Background: an optimization exercise with open tools, aiming at small area. Do not read the settings as production practice.
RTL that was checked went through simulation tests only; none was proved equivalent to the original.
No functional check of the RTL was part of run 3.
Power and IR drop assume default switching activity.

File: config.mk
export PLATFORM = sky130hd
export DESIGN_NAME = led_matrix_top
export DESIGN_NICKNAME = led_matrix_top
export VERILOG_FILES = /design/flow/design.v
export SDC_FILE = /design/flow/constraint.sdc
export NUM_CORES = 4
export LEC_CHECK = 0
export CAP_MARGIN = 20
export CORE_MARGIN = 2
export CORE_UTILIZATION = 70
export PLACE_DENSITY = 0.8
export SLEW_MARGIN = 20
export SYNTH_HIERARCHICAL = 1
export SYNTH_MINIMUM_KEEP_SIZE = 0
File: constraint.sdc
create_clock -name core_clock -period 10.0 [get_ports {clk}]
set_input_delay 2.0000 -clock core_clock [delete_from_list [all_inputs] [get_ports {clk}]]
set_output_delay 2.0000 -clock core_clock [all_outputs]
set_load 0.01 [all_outputs]
File: design.v
module EBRController(input  logic clk,
                     input  logic reset,
                     input  logic w_enable,
                     input  logic r_enable,
                     input  logic get_buffer,
                     input  logic [63:0][5:0] y_in,
                     input  logic [4:0] addr,
                     output logic row_valid,
                     output logic [5:0] row_0_pos,
                     output logic [5:0] row_1_pos);
	logic st_clear, st_write;
	logic [63:0][5:0] w_pos, o_pos, d_pos;
	logic w_valid, o_valid, d_valid;
	always_ff @(posedge clk) begin
		if (reset) begin
			st_clear <= 1'b0;
			st_write <= 1'b0;
		end else begin
			st_clear <= ~st_clear & ~st_write & w_enable;
			st_write <= st_clear;
		end
	end
	always_ff @(posedge clk) begin
		if (st_clear) w_valid <= 1'b0;
		if (st_write) begin
			w_valid <= 1'b1;
			w_pos   <= y_in;
		end
	end
	always_ff @(posedge clk)
		if (~st_clear & ~st_write & get_buffer) begin
			o_valid <= w_valid;
			o_pos   <= w_pos;
		end
	logic [31:0] sel;
	logic [5:0] rd0, rd1;
	RowDecode Dec(.addr(addr), .sel(sel));
	RowSelect Sel0(.sel(sel), .rows(d_pos[31:0]), .row(rd0));
	RowSelect Sel1(.sel(sel), .rows(d_pos[63:32]), .row(rd1));
	always_ff @(posedge clk) begin
		if (r_enable) begin
			row_valid <= d_valid;
			row_0_pos <= rd0;
			row_1_pos <= rd1;
		end else if (get_buffer) begin
			d_valid <= o_valid;
			d_pos   <= o_pos;
		end
	end
endmodule
module RowDecode(input logic [4:0] addr, output logic [31:0] sel);
	always_comb
		for (int k = 0; k < 32; k++) sel[k] = addr == k[4:0];
endmodule
module SelectAOI3(input logic [2:0] sel, input logic [2:0] d, output logic y_n);
	assign y_n = ~|(sel & d);
endmodule
module RowSelect(input logic [31:0] sel, input logic [31:0][5:0] rows, output logic [5:0] row);
	logic [32:0] sel_x;
	logic [5:0][32:0] d_x;
	logic [5:0][10:0] part_n;
	assign sel_x = {1'b0, sel};
	for (genvar b = 0; b < 6; b++) begin : g_bit
		for (genvar k = 0; k < 33; k++) begin : g_row
			if (k < 32) assign d_x[b][k] = rows[k][b];
			else        assign d_x[b][k] = 1'b0;
		end
		for (genvar g = 0; g < 11; g++) begin : g_grp
			SelectAOI3 Aoi(.sel(sel_x[3*g +: 3]), .d(d_x[b][3*g +: 3]), .y_n(part_n[b][g]));
		end
		assign row[b] = ~&part_n[b];
	end
endmodule
module DisplayController(input  logic clk,
                         input  logic reset,
                         input  logic row_valid,
                         input  logic [5:0] row_0_pos,
                         input  logic [5:0] row_1_pos,
                         output logic [4:0] current_addr,
                         output logic blank,
                         output logic latch,
                         output logic r0_out,
                         output logic r1_out,
                         output logic g0_out,
                         output logic g1_out,
                         output logic b0_out,
                         output logic b1_out,
                         output logic out_clk,
                         output logic read_en);
	logic [6:0] t;
	logic [3:0] pwm_cnt;
	logic first;	 
	always_ff @(posedge clk) begin
		if (reset) begin
			t       <= 7'd59;
			first   <= 1'b1;
			pwm_cnt <= '0;
		end else begin
			if (t == 7'd5) t <= (pwm_cnt == 4'd0) ? 7'd60 : 7'd63;
			else           t <= t + 7'd1;
			if (t == 7'd5) first <= 1'b0;
			pwm_cnt <= pwm_cnt + (t == 7'd4);
		end
	end
	always_ff @(posedge clk) begin
		if (first && (t == 7'd59 || t == 7'd60 || t == 7'd61)) current_addr <= '0;
		else if (t == 7'd62 && !first) current_addr <= current_addr + 5'd1;
	end
	assign latch   = t == 7'd1;
	assign blank   = ~(t == 7'd2 || t == 7'd3);
	assign out_clk = t[6];
	assign read_en = (t == 7'd60 && first) || (t == 7'd64 && pwm_cnt == 4'd0 && !first);
	PixelColour Colour(.row_valid(row_valid), .row_0_pos(row_0_pos), .row_1_pos(row_1_pos),
		.count(t[5:0] & {6{t[6]}}), .pwm_cnt(pwm_cnt), .rgb({r0_out, r1_out, g0_out, g1_out, b0_out, b1_out}));
endmodule
module PixelColour(input  logic row_valid,
                   input  logic [5:0] row_0_pos,
                   input  logic [5:0] row_1_pos,
                   input  logic [5:0] count,
                   input  logic [3:0] pwm_cnt,
                   output logic [5:0] rgb);
	logic hit0, hit1, r_on, g_on, b_on;
	assign hit0 = row_valid & (row_0_pos == count);
	assign hit1 = row_valid & (row_1_pos == count);
	assign r_on = pwm_cnt != 4'd15;
	assign g_on = pwm_cnt < 4'd14;
	assign b_on = pwm_cnt < 4'd5;
	assign rgb = {hit0 & r_on, hit1 & r_on, hit0 & g_on, hit1 & g_on, hit0 & b_on, hit1 & b_on};
endmodule
module led_matrix_top(input  logic clk,
                      input  logic r,
                      input  logic w_enable,
                      input  logic get_buffer,
                      input  logic [383:0] y_in,
                      output logic r0_out,
                      output logic r1_out,
                      output logic g0_out,
                      output logic g1_out,
                      output logic b0_out,
                      output logic b1_out,
                      output logic latch,
                      output logic OE,
                      output logic sck,
                      output logic [4:0] addr);
	logic reset, read_en, row_valid;
	logic [5:0] row_0_pos, row_1_pos;
	assign reset = ~r;
	EBRController FrameBuffer(.clk(clk), .reset(reset), .w_enable(w_enable), .r_enable(read_en),
		.get_buffer(get_buffer), .y_in(y_in), .addr(addr),
		.row_valid(row_valid), .row_0_pos(row_0_pos), .row_1_pos(row_1_pos));
	DisplayController Display(.clk(clk), .reset(reset), .row_valid(row_valid),
		.row_0_pos(row_0_pos), .row_1_pos(row_1_pos), .current_addr(addr), .blank(OE),
		.latch(latch), .r0_out(r0_out), .r1_out(r1_out), .g0_out(g0_out), .g1_out(g1_out),
		.b0_out(b0_out), .b1_out(b1_out), .out_clk(sck), .read_en(read_en));
endmodule
File: flow/run.sh
#!/bin/bash
# Standard ORFS layout with smaller port buffers and a clock tree built from
# larger sink clusters, without dummy loads.
set -euo pipefail
bash standard.sh \
  BUFFER_PORTS_ARGS="-buffer_cell sky130_fd_sc_hd__buf_1" \
  CTS_ARGS="-sink_clustering_enable -repair_clock_nets -dont_use_dummy_load -sink_clustering_size 30 -sink_clustering_max_diameter 60 -buf_list {sky130_fd_sc_hd__clkbuf_16}" \
  finish > flow.log 2>&1
File: standard.sh
#!/bin/bash
# synth_recipe.tcl (not shown) runs the flow's synth.tcl, then flattens the netlist and writes it again
# the make line also repeats each setting of config.mk as NAME=value (left out here)
make -C /OpenROAD-flow-scripts/flow DESIGN_CONFIG=/design/flow/config.mk WORK_HOME=/design/flow/orfs CLKGATE_MAP_FILE= SYNTH_SCRIPT=/design/flow/synth_recipe.tcl "${@:-finish}"
==> flow_metrics.tcl, run 1 <==
set metrics [dict create \
    seq_area_um2 35450 \
    path_max_fanout 13 \
    areaGrowthSynthToFinish_pct 10.67 \
    io_pins 402 \
    grt_start_max_net_pins 199 \
    hp-class "reg -> reg" \
    rows 85 \
    fill_cells 2639 \
    die_x_um 237.3 \
    grt_pass1_wl_mm 106.0 \
    initial_core_util 0.7080 \
    slew-limit-headroom 0.1865 \
    synthCells 1538 \
    cts_buffers 53 \
    first_pass_iters 8 \
    drt_iter0_drc 2442 \
    synth_cell_type_count 42 \
    grt_usage 0.2660 \
    cts.clk_slew.worst_paths_ns 0.10 \
    fin_nets 2431 \
    ctsResizeCount 0 \
    crit_slowest_cell "dfxtp_1" \
    dp_hpwl_mm 49.45 \
    syn_area_um2 38100 \
    core-area_um2 53810 \
    fin_skew_ns 0.04220 \
    grt_overflow_total 0 \
    fp.dieH_um 237.3 \
    outcome "timing/DRC/antenna clean" \
    cts-root-buf "clkbuf_16" \
    die-area_um2 56310 \
    yosysSeqAreaShare 0.9302 \
    clk_latency_ns 0.65 \
    critical_path.startpoint_type "flop" \
    syn_area_per_cell_um2 24.77 \
    rsz0062_at_grt "no" \
    critical_path_arrival_ns 2.44 \
    portBuffers 401 \
    post_cts_buffers 0 \
    finalCritPeriodShare 0.4439 \
    final-setup-viol-count 0 \
    clk_path_buf_depth 3 \
    worstMarginPinSlew_ns 1.220 \
    critPathMaxStageDelay_ns 0.56 \
    drv_cap 0 \
    routed_wl_mm 73.81 \
    power_w 0.008303 \
    critical_path_required_ns 8.00 \
    ys_ff_latch 1187 \
    power.density_nw_per_um2 196.9 \
    ir_worst_vdd_uv 218.3 \
    hold_buffers 0 \
    antenna_found_initial 0 \
    endpoint_kind "primary output" \
    synth-main-ff-cell "edfxtp_1" \
    drive_above_1_share 0.05064 \
    path_cells "inv_1 -> nor2_1 -> xnor2_1 -> nand3_1 -> nor3_1 -> buf_1" \
    synthArstFlopShare 0 \
    clock.fmax_ghz 0.2253 \
    grt_pass1_vias 16770 \
    wire_per_inst_um 27.01 \
    viasPerCell 6.270 \
    leakage_nw 13.37 \
    synth_edf_count 1167 \
    pre_cts_ws_ns 5.449 \
    cts_tree "built" \
    slew_viol_final 0 \
    route.detailed.drc 0 \
    clock_sinks 1187 \
    multi_input_area_um2 2690 \
    fin_crit_ns 4.439 \
    ys_warn_count 9 \
    via_count 17140 \
    place.gp.congestion 0.8742 \
    layout_setup_ws_ns 5.561 \
    path_class "reg -> out" \
    finalHoldViolCount 0 \
    htreeDepth 2 \
    drtAntennaViolNets 0 \
]
==> synthesized netlist by cell type (all sizes together), types with 7 or more instances <==
| master | count | area, µm² |
|---|---|---|
| a21oi | 8 | 43.79 |
| inv | 8 | 30.03 |
| nor3 | 7 | 35.03 |
| nor2 | 41 | 153.9 |
| edfxtp | 1167 | 35040 |
| nand3 | 22 | 115.1 |
| a222oi | 132 | 1321 |
| dfxtp | 20 | 400.4 |
| nand4 | 27 | 168.9 |
| ha | 7 | 87.58 |
| or3 | 17 | 106.4 |
| xnor2 | 13 | 113.9 |
==> cell type report <==
class | instances | area share
multi-input combinational | 356 | 0.06379
timing repair buffer | 430 | 0.04261
sequential | 1187 | 0.8406
clock buffer | 53 | 0.03145
tap | 696 | 0.02065
inverter | 8 | 0.0007121
antenna | 3 | 0.0001780
==> metal layers <==
metal	vias to the layer above	track usage	wire length, µm
met3	130	0.04018	6666
met1	8581	0.3874	28190
li1	7463	-	-
met2	962	0.4280	36500
met5	-	0	0
met4	0	0.08977	2451
==> worst max-delay path, delay by kind of cell (launching register included) <==
family                    cells  cell delay [ns]
DFF                           1             0.56
and+or+nand+nor               3             0.75
xor gates and xnor gates      1             0.16
buffers and inverters         2             0.35
==> Yosys stat by module, one instance, submodules excluded <==
module | flops+latches | cell area [µm²] | times used | cells inside
DisplayController | 17 | 934.6 | 1 | 106
SelectAOI3 | 0 | 10.01 | 132 | 1
RowDecode | 0 | 221.5 | 1 | 47
PixelColour | 0 | 181.4 | 1 | 26
EBRController | 1170 | 35150 | 1 | 1176
led_matrix_top | 0 | 3.754 | 1 | 1
RowSelect | 0 | 146.4 | 2 | 25
==> path summary, 6_finish.rpt <==
| check | cells past startpoint | start | end | slack (ns) |
|---|---|---|---|---|
| worst max-delay path | 6 | Display.t[6] | r0_out | 5.56 |
| worst min-delay path | 0 | FrameBuffer.w_pos[110] | FrameBuffer.o_pos[110] | 0.37 |
| worst max register to register | 2 | FrameBuffer.st_write | FrameBuffer.w_pos[364] | 6.92 |
| worst min register to register | 0 | FrameBuffer.w_pos[110] | FrameBuffer.o_pos[110] | 0.37 |
==> power breakdown <==
part	total (W)	switching [W]	internal, W
combinational	0.000233	0.000171	0.0000622
clock	0.00226	0.00132	0.000946
sequential	0.00581	0.0000803	0.00573
total	0.00830	0.00157	0.00674
==> flip-flops by register name, indices dropped and copies added (netlist names), 4 cells and up <==
| register | count |
|---|---|
| Display.current_addr | 5 |
| Display.pwm_cnt | 4 |
| Display.t | 7 |
| FrameBuffer.d_pos | 384 |
| FrameBuffer.o_pos | 384 |
| FrameBuffer.row_0_pos | 6 |
| FrameBuffer.row_1_pos | 6 |
| FrameBuffer.w_pos | 384 |
==> cell families after synthesis <==
| group | Yosys count | synth area share |
|---|---|---|
| and+or+nand+nor | 154 | 0.02279 |
| buffers and inverters | 17 | 0.002266 |
| adders and majority gates | 7 | 0.002299 |
| AOI/OAI and AO/OA | 155 | 0.03855 |
| xor gates and xnor gates | 16 | 0.003678 |
| DFF | 1187 | 0.9302 |
| other | 2 | 0.0001971 |
==> metrics by stage <==
step | utilization | hold slack (ns) | TNS [ns] | instance area [µm²] | cells
after floorplan | - | 0.4003 | -8307.04 | 38200 | 1560
after global placement | 0.7578 | 0.4004 | 0 | 40780 | 2674
after detailed placement | 0.7581 | 0.4045 | 0 | 40800 | 2676
after CTS | 0.7827 | 0.3788 | 0 | 42120 | 2729
after global routing | 0.7835 | 0.3839 | 0 | 42160 | 2730
final | 0.7836 | 0.3704 | 0 | 42170 | 2733
==> layout by cell type, fill, tap and decap left out, drive strengths merged, types with 2 or more instances in the layout <==
| cell | n |
|---|---|
| xor2 | 3 |
| nor3b | 2 |
| a21oi | 8 |
| inv | 8 |
| o21ai | 6 |
| or3 | 17 |
| buf | 430 |
| or3b | 3 |
| nor3 | 7 |
| clkbuf | 53 |
| a222oi | 132 |
| conb | 24 |
| nor2b | 3 |
| a21o | 2 |
| nand3b | 3 |
| nor2 | 41 |
| nand2 | 6 |
| and2 | 6 |
| o31ai | 3 |
| diode | 3 |
| edfxtp | 1167 |
| nand2b | 4 |
| xnor2 | 13 |
| or4 | 5 |
| nand4 | 27 |
| nand3 | 22 |
| dfxtp | 20 |
| ha | 7 |
==> inputs of run 2 (changes only) <==
--- a/config.mk
+++ b/config.mk
@@ -9,4 +9,4 @@
 export CORE_MARGIN = 2
-export CORE_UTILIZATION = 70
-export PLACE_DENSITY = 0.8
+export CORE_UTILIZATION = 76
+export PLACE_DENSITY = 0.85
 export SLEW_MARGIN = 20
==> run 2 against run 1 <==
  * Still clean
  * Clock power about the same
  * Total power increased by 0.47%
  * Non-clock buffer count decreased by 1
  * Synthesized area unchanged
  * Register-to-register slack got worse by 0.88 ns
  * Critical path type unchanged
  * Highest routed layer unchanged
==> flow_metrics.tcl, run 2 <==
set metrics [dict create \
    cts-root-buf "clkbuf_16" \
    fp.dieH_um 227.9 \
    fin_area_um2 42110 \
    die-area_um2 51940 \
    drt_iter0_drc 3144 \
    worstMarginPinSlew_ns 1.163 \
    clock.fmax_ghz 0.2130 \
    htreeDepth 2 \
    leakage_nw 13.36 \
    outcome "timing/DRC/antenna clean" \
    clk_latency_ns 0.63 \
    viasPerCell 6.555 \
    critical_path.startpoint_type "flop" \
    path_max_fanout 13 \
    rsz0062_at_grt "no" \
    grt_pass1_wl_mm 113.6 \
    cts.clk_slew.worst_paths_ns 0.10 \
    syn_area_per_cell_um2 24.77 \
    hp-class "reg -> reg" \
    r2r-start "Display.t[2]" \
    grt_start_max_net_pins 200 \
    synth.top_cells.by_count "edfxtp_1 (1167), a222oi_1 (132), nor2_1 (41)" \
    syn_area_um2 38100 \
    fin_nets 2429 \
    post_cts_buffers 0 \
    critical_path_arrival_ns 2.69 \
    synth_cell_type_count 42 \
    ys_warn_count 9 \
    antenna_found_initial 3 \
    power.density_nw_per_um2 198.1 \
    fin_skew_ns 0.05490 \
    areaGrowthSynthToFinish_pct 10.51 \
    fin_setup_tns_ns 0 \
    first_pass_iters 8 \
    rows 82 \
    clk_path_buf_depth 3 \
    synth.area.top_cells "edfxtp_1 (92%), a222oi_1 (3.5%), dfxtp_1 (1.1%)" \
    finalHoldViolCount 0 \
    place.gp.congestion 0.8665 \
    grt_overflow_total 0 \
    netlist.area_leader.share 0.9197 \
    initial_core_util 0.7642 \
    synth_area_leader_cell "edfxtp_1" \
    ys_ff_latch 1187 \
    ctsResizeCount 0 \
    finalCritPeriodShare 0.4694 \
    synth_edf_count 1167 \
    endpoint_kind "primary output" \
    dp_hpwl_mm 50.28 \
    routed_wl_mm 79.99 \
    portBuffers 401 \
    final_cell_mix "edfxtp_1 (1167), buf_1 (401), a222oi_1 (132)" \
    reg.largest.list "FrameBuffer.d_pos (384), FrameBuffer.o_pos (384), FrameBuffer.w_pos (384)" \
    wire_per_inst_um 29.56 \
    yosysMostFrequentCell "edfxtp_1" \
    route.detailed.drc 0 \
    drtAntennaViolNets 0 \
    via_count 17740 \
    holdCritStartpoint "FrameBuffer.w_pos[147]" \
    path_class "reg -> out" \
    grt_pass1_vias 17440 \
    cts_tree "built" \
    cts_buffers 52 \
    slew_viol_final 0 \
    critical_path_required_ns 8.00 \
    hold_buffers 0 \
    drive_above_1_share 0.04872 \
    clock_sinks 1187 \
    slew-limit-headroom 0.2248 \
    die_x_um 227.9 \
    fin_crit_ns 4.694 \
    synth-main-ff-cell "edfxtp_1" \
    yosysSeqAreaShare 0.9302 \
    io_pins 402 \
    ir_worst_vdd_uv 202.7 \
    synthArstFlopShare 0 \
    final-setup-viol-count 0 \
    drv_cap 0 \
    mostFrequentLayoutCell "edfxtp_1" \
    grt_usage 0.3095 \
    crit_start "Display.t[6]" \
    synthCells 1538 \
    core-area_um2 49860 \
    place_area_um2 40730 \
]
[run 2: cell count changes in the layout (fill, tap and decap cells not counted), sizes merged]
cell / before / now
buf: 430 / 429
clkbuf: 53 / 52
diode: 3 / 2
[run 2: final cells by class]
class                      instances  area, µm²
fill                            2059       7756
multi-input combinational        356       2685
tap                              672      840.8
inverter                           8      30.03
timing repair buffer             429       1797
clock buffer                      52       1301
sequential                      1187      35450
antenna                            2      5.005
[run 2: modules after synthesis, one instance, submodules excluded]
module | times used | cell area [µm²] | cells
PixelColour | 1 | 181.4 | 26
DisplayController | 1 | 934.6 | 106
RowDecode | 1 | 221.5 | 47
RowSelect | 2 | 146.4 | 25
led_matrix_top | 1 | 3.754 | 1
EBRController | 1 | 35150 | 1176
SelectAOI3 | 132 | 10.01 | 1
[run 2: metrics by stage]
step                total power [W]  hold slack, ns    util  setup WS [ns]  instances
floorplan                  0.006130          0.4003       -         -21.58       1560
global placement           0.006121          0.4002  0.8168          5.381       2650
detailed placement         0.006156          0.4045  0.8168          5.261       2650
CTS                        0.008325          0.3634  0.8429          5.384       2702
global route               0.008527          0.3704  0.8443          5.270       2704
finish                     0.008342          0.3686  0.8444          5.306       2706
[run 2: metal layers]
| layer | GRT usage | wire (µm) |
|---|---|---|
| met5 | 0 | 0 |
| met4 | 0.1038 | 2698 |
| met3 | 0.04575 | 8426 |
| met2 | 0.5192 | 41560 |
| met1 | 0.4329 | 27300 |
[run 2: critical path: stages, from the launching register on]
cell and delay [ns]:
dfxtp_1 0.61, inv_1 0.17, nor2_1 0.32, xnor2_1 0.20, nand3_1 0.26, nor3_1 0.31
buf_1 0.19
[run 2: logic make-up after synthesis]
kind of cell    count (synthesis)  share of synthesized area
compound gates                155                    0.03855
fa+ha+maj                       7                   0.002299
other cells                     2                  0.0001971
flops                        1187                     0.9302
xor+xnor                       16                   0.003678
buf+inv                        17                   0.002266
simple gates                  154                    0.02279
[run 2: where the power goes]
group	internal, W	total, W	switching, W
clock network	0.000932	0.00228	0.00135
registers	0.00573	0.00582	0.0000958
logic	0.0000631	0.000238	0.000175
total	0.00672	0.00834	0.00162
[run 2: final timing paths]
path                            slack, ns  cells after the start                      to
worst max-delay path                 5.31                      6                  g1_out
worst min-delay path                 0.37                      0  FrameBuffer.o_pos[147]
worst max register to register       6.04                      6  FrameBuffer.d_pos[178]
worst min register to register       0.37                      0  FrameBuffer.o_pos[147]
==> inputs of run 3 (changes only) <==
--- a/design.v
+++ b/design.v
@@ -13,2 +13,3 @@
 	logic w_valid, o_valid, d_valid;
+	logic o_load, d_load;
 	always_ff @(posedge clk) begin
@@ -24,12 +25,11 @@
 		if (st_clear) w_valid <= 1'b0;
-		if (st_write) begin
-			w_valid <= 1'b1;
-			w_pos   <= y_in;
-		end
+		if (st_write) w_valid <= 1'b1;
 	end
-	always_ff @(posedge clk)
-		if (~st_clear & ~st_write & get_buffer) begin
-			o_valid <= w_valid;
-			o_pos   <= w_pos;
-		end
+	HoldReg #(.N(384)) WBuf(.clk(clk), .load(st_write), .hold(~st_write), .d(y_in), .q(w_pos));
+	assign o_load = ~st_clear & ~st_write & get_buffer;
+	HoldReg #(.N(385)) OBuf(.clk(clk), .load(o_load), .hold(~o_load),
+		.d({w_valid, w_pos}), .q({o_valid, o_pos}));
+	assign d_load = ~r_enable & get_buffer;
+	HoldReg #(.N(385)) DBuf(.clk(clk), .load(d_load), .hold(~d_load),
+		.d({o_valid, o_pos}), .q({d_valid, d_pos}));
 	logic [31:0] sel;
@@ -39,12 +39,4 @@
 	RowSelect Sel1(.sel(sel), .rows(d_pos[63:32]), .row(rd1));
-	always_ff @(posedge clk) begin
-		if (r_enable) begin
-			row_valid <= d_valid;
-			row_0_pos <= rd0;
-			row_1_pos <= rd1;
-		end else if (get_buffer) begin
-			d_valid <= o_valid;
-			d_pos   <= o_pos;
-		end
-	end
+	HoldReg #(.N(13)) RowRegs(.clk(clk), .load(r_enable), .hold(~r_enable),
+		.d({d_valid, rd1, rd0}), .q({row_valid, row_1_pos, row_0_pos}));
 endmodule
@@ -72,2 +64,10 @@
 	end
+endmodule
+module HoldReg #(parameter N = 1) (input  logic clk,
+                                   input  logic load,
+                                   input  logic hold,
+                                   input  logic [N-1:0] d,
+                                   output logic [N-1:0] q);
+	always_ff @(posedge clk)
+		q <= ({N{load}} & d) | ({N{hold}} & q);
 endmodule
--- a/config.mk
+++ b/config.mk
@@ -9,4 +9,4 @@
 export CORE_MARGIN = 2
-export CORE_UTILIZATION = 76
-export PLACE_DENSITY = 0.85
+export CORE_UTILIZATION = 70
+export PLACE_DENSITY = 0.8
 export SLEW_MARGIN = 20
==> run 3 against run 2 <==
  * Still clean
  * Worst hold slack improved by 0.11 ns
  * Combinational power increased to 5.7 times the previous value
  * Worst setup slack worse by 0.21 ns
  * Critical path depth unchanged
  * Count of clock-buffer cells in the layout decreased by 1
  * Clock skew down 0.0068 ns
  * Sequential cell count unchanged
  * Maximum frequency fell by 4.2%
  * Critical path type is now in -> reg
  * Global-route usage rose by 2.3 points
  * Via count grew 51%
  * Final area fell by 3.2%
==> flow_metrics.tcl, run 3 <==
set metrics [dict create \
    final_util 0.7427 \
    cts.clk_slew.worst_paths_ns 0.09 \
    finalHoldViolCount 0 \
    rows 86 \
    synth.top_cells.by_count "dfxtp_1 (1187), a22o_1 (1164), a222oi_1 (132), buf_2 (132), buf_6 (131)" \
    synthArstFlopShare 0 \
    power.density_nw_per_um2 249.2 \
    synth_edf_count 0 \
    syn_area_per_cell_um2 13.05 \
    critical_path_required_ns 10.56 \
    areaGrowthSynthToFinish_pct 5.128 \
    netlist.area_leader.share 0.6129 \
    synth_xor_area_frac 0.003615 \
    path_class "in -> reg" \
    dp_hpwl_mm 65.66 \
    post_cts_buffers 0 \
    initial_core_util 0.7065 \
    grt_start_max_net_pins 202 \
    yosysMostFrequentCell "dfxtp_1" \
    grt_overflow_total 0 \
    drt_iter0_drc 2963 \
    synth_cell_type_count 45 \
    seq_area_um2 23770 \
    ys_ff_latch 1187 \
    synth.area.top_cells "dfxtp_1 (61%), a22o_1 (26%), buf_6 (3.8%)" \
    viasPerCell 6.829 \
    fin_skew_ns 0.04811 \
    cts-root-buf "clkbuf_16" \
    final_cell_mix "dfxtp_1 (1186), a22o_1 (1164), buf_1 (401)" \
    yosys.area_share.simple 0.02269 \
    fill_cells 3697 \
    multi_input_area_um2 12910 \
    leakage_nw 16.91 \
    die-area_um2 57280 \
    finalCritPeriodShare 0.4901 \
    grt_usage 0.3320 \
    cts_tree "built" \
    synth_top_family_by_area "compound AO/OA/AOI/OAI gates" \
    grt_pass1_vias 25470 \
    ys_warn_count 12 \
    via_count 26760 \
    clock_sinks 1187 \
    fin_crit_ns 4.901 \
    fin_nets 3611 \
    htreeDepth 2 \
    syn_area_um2 38770 \
    clk_latency_ns 0.65 \
    core-area_um2 54880 \
    cts_buffers 51 \
    antenna_found_initial 1 \
    reg.largest.list "FrameBuffer.DBuf.q (385), FrameBuffer.OBuf.q (385), FrameBuffer.WBuf.q (384)" \
    synth_fa_ha_area_frac 0.002259 \
    rsz0062_at_grt "no" \
    critical_path_arrival_ns 5.46 \
    endpoint_kind "flop" \
    yosysSeqAreaShare 0.6129 \
    synth_compound_area_frac 0.3016 \
    hold_buffers 0 \
    wire_per_inst_um 25.13 \
    fp.dieH_um 239.3 \
    ctsResizeCount 0 \
    diodes 0 \
    die_x_um 239.3 \
    synth-main-ff-cell "dfxtp_1" \
    slew-limit-headroom 0.2343 \
    clock.fmax_ghz 0.2040 \
    hp-class "reg -> reg" \
    slew_viol_final 0 \
    mostFrequentLayoutCell "dfxtp_1" \
    drv_cap 0 \
    fin_setup_tns_ns 0 \
    critical_path.startpoint_type "primary input" \
    path_max_fanout 100 \
    first_pass_iters 8 \
    synthMuxAreaShare 0 \
    outcome "timing/DRC/antenna clean" \
    ir_worst_vdd_uv 215.9 \
    route.detailed.drc 0 \
    place.gp.congestion 0.8891 \
    io_pins 402 \
    drtAntennaViolNets 0 \
    grt_pass1_wl_mm 149.4 \
    worstMarginPinSlew_ns 1.148 \
    synthCells 2970 \
    portBuffers 401 \
    final-setup-viol-count 0 \
    routed_wl_mm 98.46 \
    clk_path_buf_depth 3 \
    drive_above_1_share 0.03391 \
    synth_area_leader_cell "dfxtp_1" \
]
==> run 3: changes by cell type after synthesis, sizes merged, moves of 3 or more <==
cell,delta
edfxtp,-1167
inv,+3
buf,+260
a22o,+1167
dfxtp,+1167
==> run 3: per-stage QoR <==
step	power, W	cells	setup WS, ns	hold slack (ns)	instance area (µm²)
2_1_floorplan	0.007469	2992	6.473	0.4381	38850
3_3_place_gp	0.007826	3862	4.707	0.4513	39390
3_5_place_dp	0.007916	3862	4.575	0.4529	39390
4_1_cts	0.01015	3913	5.183	0.4691	40670
5_1_grt	0.01055	3918	4.952	0.4885	40760
6_report	0.01016	3918	5.099	0.4764	40760
==> run 3: routing by layer <==
layer  routed length (µm)  part of all wire  global-route usage  vias to the layer above
li1                     -                 -                   -                    12270
met1                42170              0.43              0.4720                    13260
met2                46060              0.47              0.5284                     1074
met3                 6963             0.071             0.03941                      145
met4                 3253             0.033              0.1140                        2
met5                    5          0.000051                   0                        -
==> run 3: final timing paths <==
kind | from | endpoint | slack, ns | depth (start not counted)
worst max register to register | Display.t[2] | FrameBuffer.DBuf.q[233] | 5.39 | 8
worst min register to register | FrameBuffer.DBuf.q[113] | FrameBuffer.DBuf.q[113] | 0.48 | 1
worst min-delay path | FrameBuffer.DBuf.q[113] | FrameBuffer.DBuf.q[113] | 0.48 | 1
worst max-delay path | get_buffer | FrameBuffer.DBuf.q[233] | 5.10 | 6
==> run 3: kinds of logic (layout without fill, tap and decap cells) <==
logic type,Yosys count,after routing
AO/OA/AOI/OAI,1322,1322
XOR/XNOR,16,16
adder cells (fa/ha/maj),7,7
buffers and inverters,280,502
flip-flops,1187,1187
other,2,24
AND/OR/NAND/NOR,156,156
==> run 3: layout make-up <==
class	count	share of cell area
repair buffers	440	0.04590
inverters	11	0.001381
clock buffers	51	0.03131
well taps	704	0.02161
multi-input cells	1525	0.3167
flip-flops and latches	1187	0.5831
==> run 3: Yosys stat by module, one instance, submodules excluded, excerpt <==
module / times used / cells inside
DisplayController: 1 / 106
RowDecode: 1 / 47
led_matrix_top: 1 / 1
SelectAOI3: 132 / 1
RowSelect: 2 / 25
EBRController: 1 / 14
PixelColour: 1 / 26
==> run 3: power breakdown <==
part           switching [W]  internal, W  leakage (nW)
clock                0.00138     0.000916         0.628
combinational       0.000534     0.000819          6.37
sequential          0.000693      0.00581          9.91
total                0.00261      0.00755          16.9
==> run 3: critical path, stage by stage <==
cell,delay [ns]
buf_1,0.20
nor2b_4,0.26
buf_4,0.80
buf_4,0.85
buf_4,0.95
a22o_1,0.28
==> inputs of run 4 (changes only) <==
--- a/design.v
+++ b/design.v
@@ -50,14 +50,12 @@
 module RowSelect(input logic [31:0] sel, input logic [31:0][5:0] rows, output logic [5:0] row);
-	logic [32:0] sel_x;
-	logic [5:0][32:0] d_x;
+	logic [5:0][31:0] d_t;
 	logic [5:0][10:0] part_n;
-	assign sel_x = {1'b0, sel};
 	for (genvar b = 0; b < 6; b++) begin : g_bit
-		for (genvar k = 0; k < 33; k++) begin : g_row
-			if (k < 32) assign d_x[b][k] = rows[k][b];
-			else        assign d_x[b][k] = 1'b0;
+		for (genvar k = 0; k < 32; k++) begin : g_row
+			assign d_t[b][k] = rows[k][b];
 		end
-		for (genvar g = 0; g < 11; g++) begin : g_grp
-			SelectAOI3 Aoi(.sel(sel_x[3*g +: 3]), .d(d_x[b][3*g +: 3]), .y_n(part_n[b][g]));
+		for (genvar g = 0; g < 10; g++) begin : g_grp
+			SelectAOI3 Aoi(.sel(sel[3*g +: 3]), .d(d_t[b][3*g +: 3]), .y_n(part_n[b][g]));
 		end
+		SelectAOI3 AoiLast(.sel(sel[31:29]), .d(d_t[b][31:29]), .y_n(part_n[b][10]));
 		assign row[b] = ~&part_n[b];
--- a/config.mk
+++ b/config.mk
@@ -8,2 +8,4 @@
 export CAP_MARGIN = 20
+export CELL_PAD_IN_SITES_DETAIL_PLACEMENT = 0
+export CELL_PAD_IN_SITES_GLOBAL_PLACEMENT = 0
 export CORE_MARGIN = 2
==> run 4 against run 3 <==
  * Final cell count fell by 0.79%
  * Clock power rose by 2%
  * Largest cell class unchanged
  * Count of clock-buffer cells in the layout grew 3
  * Wire length down 0.26%
  * Total power is 0.37% higher
  * Final area is essentially flat
  * Critical path depth is 3 higher
==> flow_metrics.tcl, run 4 <==
set metrics [dict create \
    outcome "timing/DRC/antenna clean" \
    synth_cell_type_count 44 \
    viasPerCell 6.872 \
    power_w 0.01020 \
    drt_iter0_drc 3188 \
    path_cells "or4_1 -> nor4_1 -> o21a_1 -> nor2b_4 -> buf_16 -> inv_8 -> buf_4 -> buf_4 -> a22o_1" \
    cts_buffers 54 \
    core-area_um2 54880 \
    fin_setup_tns_ns 0 \
    diodes 0 \
    grt_overflow_total 0 \
    rows 86 \
    cp.buffers_inverters 4 \
    worstMarginPinSlew_ns 1.198 \
    cts.clk_slew.worst_paths_ns 0.10 \
    areaGrowthSynthToFinish_pct 5.058 \
    pre_cts_ws_ns 4.452 \
    portBuffers 401 \
    hp-class "reg -> reg" \
    p_clk_frac 0.231 \
    clk_latency_ns 0.66 \
    synthArstFlopShare 0 \
    finalHoldViolCount 0 \
    path_delay_family "buffers and inverters" \
    cts-root-buf "clkbuf_16" \
    crit_slowest_cell "buf_4" \
    synth-main-ff-cell "dfxtp_1" \
    switching_share 0.2561 \
    clock_sinks 1187 \
    hold_buffers 0 \
    synthCells 2968 \
    drive_above_1_share 0.03424 \
    clk_path_buf_depth 3 \
    antenna_found_initial 3 \
    grt_start_max_net_pins 263 \
    leakage_nw 16.84 \
    final_cell_mix "dfxtp_1 (1186), a22o_1 (1164), buf_1 (401)" \
    route.detailed.drc 0 \
    path_class "reg -> reg" \
    switchingPower_w 0.002611 \
    seq_power_share 0.637 \
    ys_ff_latch 1187 \
    synth_edf_count 0 \
    holdWs_ns 0.4371 \
    critical_path_arrival_ns 6.02 \
    grt_pass1_wl_mm 147.4 \
    yosys.area_share.simple 0.02269 \
    drtAntennaViolNets 0 \
    finalCritPeriodShare 0.5453 \
    synthMuxAreaShare 0 \
    drv_cap 0 \
    path_max_fanout 186 \
    initial_core_util 0.7063 \
    intPower_w 0.007584 \
    critical_path_required_ns 10.57 \
    via_count 26710 \
    use_met2 0.5180 \
    place.gp.congestion 0.9216 \
    rsz0062_at_grt "no" \
    syn_area_per_cell_um2 13.06 \
    synth_top_family_by_area "compound AO/OA/AOI/OAI gates" \
    synth_area_leader_cell "dfxtp_1" \
    final-setup-viol-count 0 \
    critical_path.startpoint_type "flop" \
    wire_per_inst_um 25.27 \
    layout_setup_ws_ns 4.547 \
    met3_usage 0.04725 \
    grt_pass1_vias 25300 \
    fp.dieH_um 239.3 \
    ys_warn_count 12 \
    ctsResizeCount 0 \
    slew_viol_final 0 \
    die_x_um 239.3 \
    endpoint_kind "flop" \
    final_util 0.7420 \
    crit_top_cell "buf_4" \
    slew-limit-headroom 0.1987 \
    synth_compound_area_frac 0.3016 \
    ir_worst_vdd_uv 171.8 \
    synth_xor_area_frac 0.003615 \
    grt_most_used_layer "met2" \
    fin_skew_ns 0.06613 \
    comb_power_share 0.132 \
    synth.top_cells.by_count "dfxtp_1 (1187), a22o_1 (1164), a222oi_1 (132), buf_2 (132), buf_6 (131)" \
    io_pins 402 \
    die-area_um2 57270 \
    clock.fmax_ghz 0.1834 \
    yosysSeqAreaShare 0.6131 \
    critPathMaxStageDelay_ns 0.92 \
    power.density_nw_per_um2 250.4 \
    mostFrequentLayoutCell "dfxtp_1" \
    grt_usage 0.3312 \
    fin_crit_ns 5.453 \
    cts_tree "built" \
    fin_nets 3580 \
    first_pass_iters 8 \
    yosysMostFrequentCell "dfxtp_1" \
    dp_hpwl_mm 65.28 \
    gr-usage-met1 0.4608 \
    synth.area.top_cells "dfxtp_1 (61%), a22o_1 (26%), buf_6 (3.8%)" \
    post_cts_buffers 0 \
    routed_wl_mm 98.21 \
    synth_fa_ha_area_frac 0.002260 \
    syn_area_um2 38760 \
    htreeDepth 2 \
    netlist.area_leader.share 0.6131 \
    reg.largest.list "FrameBuffer.DBuf.q (385), FrameBuffer.OBuf.q (385), FrameBuffer.WBuf.q (384)" \
]
run 4: metrics by stage:
| stage | instances | cell area (µm²) |
|---|---|---|
| finish | 3887 | 40720 |
| global route | 3887 | 40720 |
| CTS | 3880 | 40590 |
| detailed placement | 3826 | 39240 |
| global placement | 3826 | 39240 |
| floorplan | 2968 | 38760 |
run 4: routing by layer:
| metal | vias up | part of all wire |
|---|---|---|
| met5 | - | 0.00027 |
| met4 | 4 | 0.043 |
| met3 | 186 | 0.074 |
| met2 | 1099 | 0.46 |
| met1 | 13180 | 0.43 |
| li1 | 12240 | - |
run 4: power by group through the flow:
stage	Sequential (W)	Clock (W)	Combinational, W
3_3_place_gp	0.00655	0	0.00125
4_1_cts	0.00648	0.00236	0.00133
6_report	0.00650	0.00235	0.00134
5_1_grt	0.00660	0.00253	0.00146
3_5_place_dp	0.00658	0	0.00131
2_1_floorplan	0.00632	0	0.00113
run 4: cell families (layout without fill, tap and decap cells):
group                      count (synthesis)  count (layout)
DFF                                     1187            1187
AOI/OAI and AO/OA                       1322            1322
and+or+nand+nor                          156             156
xor gates and xnor gates                  16              16
adders and majority gates                  7               7
buffers and inverters                    280             495
run 4: final timing paths:
path,from,to,slack (ns),depth (start not counted)
worst max-delay path,Display.t[2],FrameBuffer.DBuf.q[160],4.55,9
worst min-delay path,FrameBuffer.WBuf.q[359],FrameBuffer.OBuf.q[359],0.44,1
worst max register to register,Display.t[2],FrameBuffer.DBuf.q[160],4.55,9
worst min register to register,FrameBuffer.WBuf.q[359],FrameBuffer.OBuf.q[359],0.44,1
run 4: area by class of cell:
| class | count | area [µm²] |
|---|---|---|
| Fill cell | 3755 | 14160 |
| Multi-Input combinational cell | 1501 | 12830 |
| Sequential cell | 1187 | 23770 |
| Inverter | 11 | 56.30 |
| Tap cell | 704 | 880.8 |
| Timing Repair Buffer | 430 | 1833 |
| Clock buffer | 54 | 1351 |
run 4: per-module statistics from Yosys, one instance, submodules excluded, a selection:
module             cells  flops+latches  times used
SelectAOI3             1              0         132
led_matrix_top         1              0           1
RowDecode             47              0           1
EBRController         14              3           1
PixelColour           26              0           1
RowSelect             24              0           2
DisplayController    106             17           1
==> inputs of run 5 (changes only) <==
--- a/config.mk
+++ b/config.mk
@@ -8,4 +8,2 @@
 export CAP_MARGIN = 20
-export CELL_PAD_IN_SITES_DETAIL_PLACEMENT = 0
-export CELL_PAD_IN_SITES_GLOBAL_PLACEMENT = 0
 export CORE_MARGIN = 2
==> run 5 against run 4 <==
  * Clock skew unchanged
  * Utilization is the same
  * Register-to-register slack barely moved
  * Synthesized cell count unchanged
  * Clock power barely moved
  * Global-route usage did not move
  * Critical path depth stayed put
  * Final cell count is the same
  * Synthesized area unchanged
  * Worst setup slack unchanged
  * Combinational power barely moved
==> flow_metrics.tcl, run 5 <==
set metrics [dict create \
    wire_per_inst_um 25.27 \
    fin_setup_tns_ns 0 \
    critical_path_required_ns 10.57 \
    grt_overflow_total 0 \
    grt_pass1_vias 25300 \
    synthArstFlopShare 0 \
    slew_viol_final 0 \
    htreeDepth 2 \
    fin_nets 3580 \
    grt_pass1_wl_mm 147.4 \
    io_pins 402 \
    clk_path_buf_depth 3 \
    mostFrequentLayoutCell "dfxtp_1" \
    drtAntennaViolNets 0 \
    die-area_um2 57270 \
    worstMarginPinSlew_ns 1.198 \
    fin_skew_ns 0.06613 \
    r2r-end "FrameBuffer.DBuf.q[160]" \
    cts-root-buf "clkbuf_16" \
    synth_area_leader_cell "dfxtp_1" \
    r2r-start "Display.t[2]" \
    hp-class "reg -> reg" \
    die_x_um 239.3 \
    holdPathStages 1 \
    drt_iter0_drc 3188 \
    clock.fmax_ghz 0.1834 \
    cts_tree "built" \
    slew-limit-headroom 0.1987 \
    ys_ff_latch 1187 \
    outcome "timing/DRC/antenna clean" \
    yosysSeqAreaShare 0.6131 \
    synth.area.top_cells "dfxtp_1 (61%), a22o_1 (26%), buf_6 (3.8%)" \
    place.gp.congestion 0.9216 \
    route.detailed.drc 0 \
    ctsResizeCount 0 \
    cts.clk_slew.worst_paths_ns 0.10 \
    synth_edf_count 0 \
    post_cts_buffers 0 \
    synth-main-ff-cell "dfxtp_1" \
    hold_buffers 0 \
    via_count 26710 \
    grt_usage 0.3312 \
    fin_crit_ns 5.453 \
    fill_cells 3755 \
    areaGrowthSynthToFinish_pct 5.058 \
    antenna_found_initial 3 \
    reg2reg_slack_ns 4.55 \
    final-setup-viol-count 0 \
    syn_area_per_cell_um2 13.06 \
    clock_sinks 1187 \
    routed_wl_mm 98.21 \
    syn_area_um2 38760 \
    ir_worst_vdd_uv 171.8 \
    critical_path.startpoint_type "flop" \
    holdWs_ns 0.4371 \
    grt_start_max_net_pins 263 \
    portBuffers 401 \
    power.density_nw_per_um2 250.4 \
    synthCells 2968 \
    synth_cell_type_count 44 \
    path_max_fanout 186 \
    viasPerCell 6.872 \
    leakage_nw 16.84 \
    finalHoldViolCount 0 \
    clk_latency_ns 0.66 \
    initial_core_util 0.7063 \
    drive_above_1_share 0.03424 \
    netlist.area_leader.share 0.6131 \
    critical_path_arrival_ns 6.02 \
    diodes 0 \
    rows 86 \
    holdCritStartpoint "FrameBuffer.WBuf.q[359]" \
    place_area_um2 39240 \
    drv_cap 0 \
    yosysMostFrequentCell "dfxtp_1" \
    fp.dieH_um 239.3 \
    finalCritPeriodShare 0.5453 \
    final_cell_mix "dfxtp_1 (1186), a22o_1 (1164), buf_1 (401)" \
    min_to "FrameBuffer.OBuf.q[359]" \
    reg.largest.list "FrameBuffer.DBuf.q (385), FrameBuffer.OBuf.q (385), FrameBuffer.WBuf.q (384)" \
    ys_warn_count 12 \
    r2r_cells 9 \
    rsz0062_at_grt "no" \
    synth.top_cells.by_count "dfxtp_1 (1187), a22o_1 (1164), a222oi_1 (132), buf_2 (132), buf_6 (131)" \
    first_pass_iters 8 \
    dp_hpwl_mm 65.28 \
    endpoint_kind "flop" \
    path_class "reg -> reg" \
    fin_area_um2 40720 \
    core-area_um2 54880 \
    cts_buffers 54 \
]
## run 5: worst max-delay path by stage
stage / depth (start not counted) / slack [ns] / from / endpoint
after floorplan: 6 / 6.47 / Display.t[6] / g0_out
after global placement: 6 / 4.60 / get_buffer / FrameBuffer.DBuf.q[317]
after detailed placement: 6 / 4.45 / get_buffer / FrameBuffer.DBuf.q[303]
after CTS: 8 / 4.69 / Display.t[2] / FrameBuffer.DBuf.q[341]
after global routing: 9 / 4.25 / Display.t[2] / FrameBuffer.DBuf.q[160]
final: 9 / 4.55 / Display.t[2] / FrameBuffer.DBuf.q[160]
## run 5: area by class of cell
class	instances	area [µm²]	share of cell area
multi-input cells	1501	12830	0.3152
repair buffers	430	1833	0.04501
clock buffers	54	1351	0.03318
inverters	11	56.30	0.001383
flip-flops and latches	1187	23770	0.5836
well taps	704	880.8	0.02163
## run 5: power by group
group / switching [W] / internal [W]
combinational: 0.000531 / 0.000814
sequential: 0.000691 / 0.00581
clock: 0.00139 / 0.000965
total: 0.00261 / 0.00758
## run 5: routing by layer
layer	wire, µm	vias up	track usage
met5	27	-	0
met4	4182	4	0.1460
met3	7251	186	0.04725
met2	45000	1099	0.5180
met1	41750	13180	0.4608
li1	-	12240	-
## run 5: kinds of logic (layout without fill, tap and decap cells)
kind of cell / Yosys count / in the layout / share of synthesized area
and+or+nand+nor: 156 / 156 / 0.02269
DFF: 1187 / 1187 / 0.6131
buffers and inverters: 280 / 495 / 0.05675
adders and majority gates: 7 / 7 / 0.002259
AOI/OAI and AO/OA: 1322 / 1322 / 0.3016
xor gates and xnor gates: 16 / 16 / 0.003615
## run 5: per-stage QoR
step	total power, W	util	worst slack, ns	instances
after floorplan	0.007446	-	6.473	2968
after global placement	0.007800	0.7150	4.598	3826
after detailed placement	0.007890	0.7150	4.452	3826
after CTS	0.01018	0.7397	4.694	3880
after global routing	0.01059	0.7420	4.247	3887
final	0.01020	0.7420	4.547	3887
## run 5: worst max-delay path, stage by stage (launching register included)
cell and delay (ns):
dfxtp_1 0.42, or4_1 0.58, nor4_1 0.27, o21a_1 0.63
nor2b_4 0.29, buf_16 0.25, inv_8 0.66, buf_4 0.92
buf_4 0.88, a22o_1 0.23
## run 5: Yosys stat by module (local to each module, per instance), excerpt
module | copies in the design | cells | cell area [µm²]
DisplayController | 1 | 106 | 934.6
RowDecode | 1 | 47 | 221.5
PixelColour | 1 | 26 | 181.4
RowSelect | 2 | 24 | 142.6
EBRController | 1 | 14 | 123.9
SelectAOI3 | 132 | 1 | 10.01
led_matrix_top | 1 | 1 | 3.754

what the ideal ports hide:
How much do the figures lean on ideal ports? The routed layouts below were timed once more, with nothing changed but the port constraints.
Step 1: set_driving_cell puts a clkbuf_16 on clk and a buf_2 on each other input, an assumption about the parent block.
Step 2 moves the port delays by t, midway between the first and last clock arrival at a register: inputs arrive t later, outputs are due t later. That takes back most of the time a late clock gives input paths.
Slacks: ideal ports / drivers / drivers and shift; pairs: ideal ports / drivers.
run | t (ns) | setup WS [ns] | hold slack, ns | clock arrival spread, ns | pins driven straight from the clock port
run 1 | 0.678 | 5.561 / 5.499 / 5.516 | 0.370 / 0.370 / 0.370 | 0.060 / 0.060 | 1
run 2 | 0.675 | 5.306 / 5.242 / 5.209 | 0.369 / 0.369 / 0.369 | 0.076 / 0.075 | 1
run 3 | 0.686 | 5.099 / 5.091 / 4.416 | 0.476 / 0.476 / 0.476 | 0.052 / 0.051 | 1
run 4 | 0.681 | 4.547 / 4.547 / 4.289 | 0.437 / 0.437 / 0.437 | 0.076 / 0.075 | 1
run 5 | 0.681 | 4.547 / 4.547 / 4.289 | 0.437 / 0.437 / 0.437 | 0.076 / 0.075 | 1
After both steps every run listed still meets setup and hold. The setup slack of run 3, which loses most, moves by -0.008 ns with the drivers and by -0.683 ns with both steps.
